Source: an optimization exercise on an open RTL-to-GDS flow (aim: small area and a short achievable clock period). Production flows keep margins and buffers that such runs may drop. The RTL was checked by simulation tests, not by an equivalence proof against the original design. Power figures rest on the tool's default switching activity, not on a simulated workload.

==> flow/design.v <==
module DCIM (
    input clk,
    input rst_n,
    input in_valid,
    input [127:0] in_data1,
    input [127:0] in_data2,
    input [127:0] in_data3,
    input [127:0] in_data4, 
    output reg out_valid,
    output reg [12:0] O1,
    output reg [12:0] O2,
    output reg [12:0] O3,
    output reg [12:0] O4
);
reg [127:0] in_data1_dff, in_data2_dff, in_data3_dff, in_data4_dff;
always @(posedge clk) begin
    in_data1_dff <= in_data1;
    in_data2_dff <= in_data2;
    in_data3_dff <= in_data3;
    in_data4_dff <= in_data4;
end
reg in_valid_dff, in_valid_d2, in_valid_d3, in_valid_d4, in_valid_d5, in_valid_d6, in_valid_d7, in_valid_d8;
reg [1:0] cnt;
always @(posedge clk or negedge rst_n) begin
    if (!rst_n) begin
        in_valid_dff <= 1'b0;
        in_valid_d2 <= 1'b0;
        in_valid_d3 <= 1'b0;
        in_valid_d4 <= 1'b0;
        in_valid_d5 <= 1'b0;
        in_valid_d6 <= 1'b0;
        in_valid_d7 <= 1'b0;
        in_valid_d8 <= 1'b0;
    end
    else begin
        in_valid_dff <= in_valid;
        in_valid_d2 <= in_valid_dff;
        in_valid_d3 <= in_valid_d2;
        in_valid_d4 <= in_valid_d3;
        in_valid_d5 <= in_valid_d4;
        in_valid_d6 <= in_valid_d5;
        in_valid_d7 <= in_valid_d6;
        in_valid_d8 <= in_valid_d7;
    end
end
reg [4:0] sum1_1 [0:15], sum2_1 [0:15], sum3_1 [0:15], sum4_1 [0:15];
reg [5:0] sum1_2 [0:7], sum2_2 [0:7], sum3_2 [0:7], sum4_2 [0:7];
reg [6:0] sum1_3 [0:3], sum2_3 [0:3], sum3_3 [0:3], sum4_3 [0:3];
reg [7:0] sum1_4 [0:1], sum2_4 [0:1], sum3_4 [0:1], sum4_4 [0:1];
reg [8:0] sum1_5, sum2_5, sum3_5, sum4_5;
generate
    genvar i_1;
    for (i_1 = 0; i_1 < 16; i_1 = i_1 + 1) begin
        always @(posedge clk) begin
            sum1_1[i_1] <= in_data1_dff[127-i_1*8:124-i_1*8] + in_data1_dff[123-i_1*8:120-i_1*8];
            sum2_1[i_1] <= in_data2_dff[127-i_1*8:124-i_1*8] + in_data2_dff[123-i_1*8:120-i_1*8];
            sum3_1[i_1] <= in_data3_dff[127-i_1*8:124-i_1*8] + in_data3_dff[123-i_1*8:120-i_1*8];
            sum4_1[i_1] <= in_data4_dff[127-i_1*8:124-i_1*8] + in_data4_dff[123-i_1*8:120-i_1*8];
        end
    end
endgenerate
generate
    genvar i_2;
    for (i_2 = 0; i_2 < 8; i_2 = i_2 + 1) begin
        always @(posedge clk) begin
            sum1_2[i_2] <= sum1_1[i_2*2] + sum1_1[i_2*2+1];
            sum2_2[i_2] <= sum2_1[i_2*2] + sum2_1[i_2*2+1];
            sum3_2[i_2] <= sum3_1[i_2*2] + sum3_1[i_2*2+1];
            sum4_2[i_2] <= sum4_1[i_2*2] + sum4_1[i_2*2+1];
        end
    end
endgenerate
generate
    genvar i_3;
    for (i_3 = 0; i_3 < 4; i_3 = i_3 + 1) begin
        always @(posedge clk) begin
            sum1_3[i_3] <= sum1_2[i_3*2] + sum1_2[i_3*2+1];
            sum2_3[i_3] <= sum2_2[i_3*2] + sum2_2[i_3*2+1];
            sum3_3[i_3] <= sum3_2[i_3*2] + sum3_2[i_3*2+1];
            sum4_3[i_3] <= sum4_2[i_3*2] + sum4_2[i_3*2+1];
        end
    end
endgenerate
generate
    genvar i_4;
    for (i_4 = 0; i_4 < 2; i_4 = i_4 + 1) begin
        always @(posedge clk) begin
            sum1_4[i_4] <= sum1_3[i_4*2] + sum1_3[i_4*2+1];
            sum2_4[i_4] <= sum2_3[i_4*2] + sum2_3[i_4*2+1];
            sum3_4[i_4] <= sum3_3[i_4*2] + sum3_3[i_4*2+1];
            sum4_4[i_4] <= sum4_3[i_4*2] + sum4_3[i_4*2+1];
        end
    end
endgenerate
always @(posedge clk) begin
    sum1_5 <= sum1_4[0] + sum1_4[1];
    sum2_5 <= sum2_4[0] + sum2_4[1];
    sum3_5 <= sum3_4[0] + sum3_4[1];
    sum4_5 <= sum4_4[0] + sum4_4[1];
end
always @(posedge clk or negedge rst_n) begin
    if (!rst_n) begin
        cnt <= 2'd0;
    end
    else begin
        if (in_valid_d6) begin
            cnt <= cnt + 1;
        end
    end
end
reg [12:0] sum1, sum2, sum3, sum4;
always @(posedge clk or negedge rst_n) begin
    if (!rst_n) begin
        sum1 <= 13'b0;
        sum2 <= 13'b0;
        sum3 <= 13'b0;
        sum4 <= 13'b0;
    end
    else begin
        if (in_valid_d6) begin
            if (~|cnt) begin
                sum1 <= sum1_5;
                sum2 <= sum2_5;
                sum3 <= sum3_5;
                sum4 <= sum4_5;
            end else begin
                sum1 <= {sum1[11:0], 1'b0} + sum1_5;
                sum2 <= {sum2[11:0], 1'b0} + sum2_5;
                sum3 <= {sum3[11:0], 1'b0} + sum3_5;
                sum4 <= {sum4[11:0], 1'b0} + sum4_5;
            end
        end
    end
end
always @(posedge clk or negedge rst_n) begin
    if (!rst_n) begin
        O1 <= 13'b0;
        O2 <= 13'b0;
        O3 <= 13'b0;
        O4 <= 13'b0;
    end
    else begin
        if (in_valid_d7 & ~|cnt) begin
            O1 <= sum1;
            O2 <= sum2;
            O3 <= sum3;
            O4 <= sum4;
        end 
        else begin
            O1 <= 13'b0;
            O2 <= 13'b0;
            O3 <= 13'b0;
            O4 <= 13'b0;
        end
    end
end
always @(posedge clk or negedge rst_n) begin
    if (!rst_n) begin
        out_valid <= 1'b0;
    end
    else begin
        if (in_valid_d7 & ~|cnt) begin
            out_valid <= 1'b1;
        end
        else begin
            out_valid <= 1'b0;
        end
    end
end
endmodule
==> flow/run.sh <==
#!/bin/bash
# synth_recipe.tcl (not shown) runs the flow's synth.tcl, then flattens the netlist and writes it again
# the make line also repeats each setting of config.mk as NAME=value (left out here)
make -C /OpenROAD-flow-scripts/flow DESIGN_CONFIG=/design/flow/config.mk WORK_HOME=/design/flow/orfs CLKGATE_MAP_FILE= SYNTH_SCRIPT=/design/flow/synth_recipe.tcl finish
==> flow/config.mk <==
export PLATFORM = sky130hd
export DESIGN_NAME = DCIM
export DESIGN_NICKNAME = DCIM
export VERILOG_FILES = /design/flow/design.v
export SDC_FILE = /design/flow/constraint.sdc
export NUM_CORES = 4
export LEC_CHECK = 0
export CAP_MARGIN = 20
export CORE_MARGIN = 2
export CORE_UTILIZATION = 40
export SLEW_MARGIN = 20
==> flow/constraint.sdc <==
create_clock -name core_clock -period 2.4 [get_ports {clk}]
set_input_delay 0.4800 -clock core_clock [delete_from_list [all_inputs] [get_ports {clk}]]
set_output_delay 0.4800 -clock core_clock [all_outputs]
set_load 0.01 [all_outputs]
==> flow_summary.ini <==
[synthesis]
synthArstFlopShare = 0.0844
syn_nets = 5396
synthCells = 4120
ys_ff_latch = 1350
synthMuxAreaShare = 0.00279
synth_cell_types = 51
yosys.area_share.adder = 0.209
yosysWarnings = 17
synth_edf_count = 0
yosys.area_share.simple = 0.0545
avgSynthCellArea_sq_um = 12.2
synth_flop_cell = dfxtp_1
synth_top_family_by_area = adder cells
syn_area_sq_mm = 0.0503
synth-xor-area-share = 0.0640
synth_seq_area_share = 0.549
synth_compound_area_frac = 0.0891

[min_path]
min_path_type = input port to register
hold_start = in_data1[113]

[power_and_ir_drop]
power_mw = 79.4
clock_power_share = 0.290
internal_power_mw = 54.5
seqPwrFrac = 0.388
p_per_area_mw_per_mm2 = 1260
p_switching_mw = 24.8
power.static_leakage_nw = 29.2
switching_share = 0.313
pwr-share-comb = 0.323
vdd_drop_max_v = 0.000696

[detailed_routing]
ant_nets = 0
wirelength_um = 100000
dr.first_iter.drc_count = 1005
drc_errors = 0
vias = 29500
drtPass1Iterations = 5
wl_per_cell_um = 15.2
via_per_inst = 4.47

[clock_tree]
clkSlewWorstSetupHoldPaths_ns = 0.06
cts_tree = done
clock-root-buffer = clkbuf_16
ctsResizeCount = 0
numCtsBuffers = 147
htreeDepth = 4
clock_latency_ns = 0.75
cts.sinks = 1350
clk_path_buf_depth = 3

[critical_path]
cp.arrival_ns = 2.88
crit_type = register to register
cp-startpoint = sum1[0]$_DFFE_PN0P_
slowest_stage = fa_1
worstRegToRegCells = 8
rrSetupSlack_ns = 0.14
cp_max_fo = 4
cp-start-kind = register
path_cells = ha_1 -> inv_1 -> fa_1 -> nor2b_1 -> o31a_1 -> o22ai_1 -> and4b_1 -> or3_1
cp_data_required_time_ns = 3.02
crit_path_end_kind = register
r2r-end = sum1[7]$_DFFE_PN0P_
worstReg2RegStart = sum1[0]$_DFFE_PN0P_
endpoint = sum1[7]$_DFFE_PN0P_
critical_path.max_stage_delay_ns = 0.39

[global_route]
grt_pass1_wl_um = 157000
grt_antenna_before_repair = 21
grt_max_degree = 62
grt_pass1_vias = 30500
grt_overflow = 0
grt_usage = 0.158

[finish]
drive_gt1_frac = 0.0581
num-fill-cells = 10900
final_core_util = 0.505
syn2layout_area_growth_pct = 25.6
multi_input_area_sq_mm = 0.0211
regArea_sq_mm = 0.0276
layout_common_cells = 1236 x dfxtp_1, 632 x ha_1, 566 x clkdlybuf4s50_1
final_common_cell = dfxtp_1
fin_cells = 6593
final_cell_area_sq_mm = 0.0631
final_nets = 6098

[timing]
max_freq_mhz = 442
tightestPinTransition_ns = 0.705
hold_ws_ns = 0.169
period_needed_ns = 2.26
setup_viol = 0
fin_crit_sh = 0.943
hold_viol = 0
finalSetupTns_ns = 0
fin_worst_skew_ns = 0.0206
slew_violations = 0
max-slew-margin-rel = 0.526
rsz0062_at_grt = false
fin_ws_ns = 0.136

[floorplan]
dieWidth_um = 358
die_h_um = 358
coreArea_sq_mm = 0.125
dieArea_sq_mm = 0.128
floorplan.initialDensity = 0.402
ioPinCount = 568
fp-row-count = 130

[placed_design]
dpl.cell_count = 6322
pre_cts_ws_ns = 0.136
place_congestion = 0.808
dpl_cell_area_sq_mm = 0.0580
dpl.hpwl_um = 79900
portBuffers = 567

[flow_run]
maxCapViolations = 0

[run_status]
status = complete, no violations
[logic make-up after synthesis]
logic type	count (synthesis)
AO/OA/AOI/OAI	717
XOR/XNOR	367
adder cells (fa/ha/maj)	761
buffers and inverters	427
flip-flops	1350
multiplexers	13
AND/OR/NAND/NOR	485
[power groups by stage]
stage | Clock, mW | Combinational [mW] | Sequential, mW
after floorplan | 0 | 19.0 | 30.2
after global placement | 0 | 25.8 | 31.3
after detailed placement | 0 | 26.1 | 31.4
after CTS | 23.8 | 26.3 | 30.9
after global routing | 24.7 | 29.4 | 31.3
final | 23.0 | 25.6 | 30.8
[registers in the layout, summed over array words and instances (netlist names), 80 cells and up]
signal,flops
in_data1_dff,128
in_data2_dff,128
in_data3_dff,128
in_data4_dff,128
sum1_1,80
sum2_1,80
sum3_1,80
sum4_1,80
[Yosys cell counts (all sizes together), types with 5 or more instances]
master	n	area (sq um)
dfxtp	1236	24700
o21ai	161	806
and3	60	375
nand2b	115	719
buf	6	27.5
mux2	8	90.1
nand3	17	85.1
a221o	8	80.1
a21o	191	1430
nor2	53	199
xor2	56	490
o21bai	24	180
clkbuf	23	86.3
o211ai	12	90.1
nor3	22	110
xnor2	311	2720
nor2b	122	763
a21oi	253	1280
or2	8	50.1
mux2i	5	50.1
dfrtp	114	2850
a2111oi	6	52.6
fa	128	2560
or3	8	50.1
o31ai	9	92.6
a211oi	12	118
a22o	12	105
ha	633	7920
nand2	52	195
nor4	14	87.6
inv	398	1490
[per-layer routing]
metal / wire length (um) / global-route usage / vias up
met5: 147 / 0 / -
met4: 2680 / 0.0542 / 22
met3: 4890 / 0.0377 / 203
met2: 49100 / 0.276 / 546
met1: 43300 / 0.189 / 13500
li1: - / - / 15200
[worst min-delay path by stage]
stage / to / depth (start not counted)
6_report: in_data1_dff[113]$_DFF_P_ / 1
5_1_grt: in_data4_dff[104]$_DFF_P_ / 1
4_1_cts: in_data1_dff[113]$_DFF_P_ / 1
3_5_place_dp: in_valid_d4$_DFF_PN0_ / 0
3_3_place_gp: in_valid_d5$_DFF_PN0_ / 0
2_1_floorplan: O1[0]$_DFF_PN0_ / 0
[what timing repair did]
action                    CTS  global route
buffers inserted            0             0
hold endpoints to repair   28             0
hold buffers                1             0
[worst max-delay path: cells and delay by family (launching register included)]
kind / cells / cell delay (ns)
buffers and inverters: 1 / 0.08
AOI/OAI and AO/OA: 2 / 0.36
adders and majority gates: 2 / 0.62
DFF: 1 / 0.36
and+or+nand+nor: 3 / 0.75
[area by class of cell]
type	count	share of cell area
clock inverter	57	0.0115
timing repair buffer	582	0.0925
inverter	398	0.0237
multi-input combinational	2343	0.334
tap	1650	0.0327
clock buffer	210	0.0686
sequential	1350	0.437
antenna	3	0.000119

[separate check: timing with driven ports]
In the flow no input, the clock included, has a driving cell. The finished layout below was timed again as built, in two steps. Step 1 assumes that a clkbuf_16 drives the clock port and a buf_2 every other input. Step 2 times the ports against the registers' clock, not the clock port: input delays grow and output delays shrink by t, the midpoint of the rising clock arrivals with the driver on. Three values: ideal, step 1, step 2; two values: the first two.
shift t [ns]: 0.812
slack for setup (ns): 0.136 / 0.086 / 0.136
slew at the worst register clock pin (ns): 0.06 / 0.06
After both steps setup and hold are still met in this run. For this run, drivers alone change the setup slack by -0.050 ns; drivers and shift together by 0.000 ns.
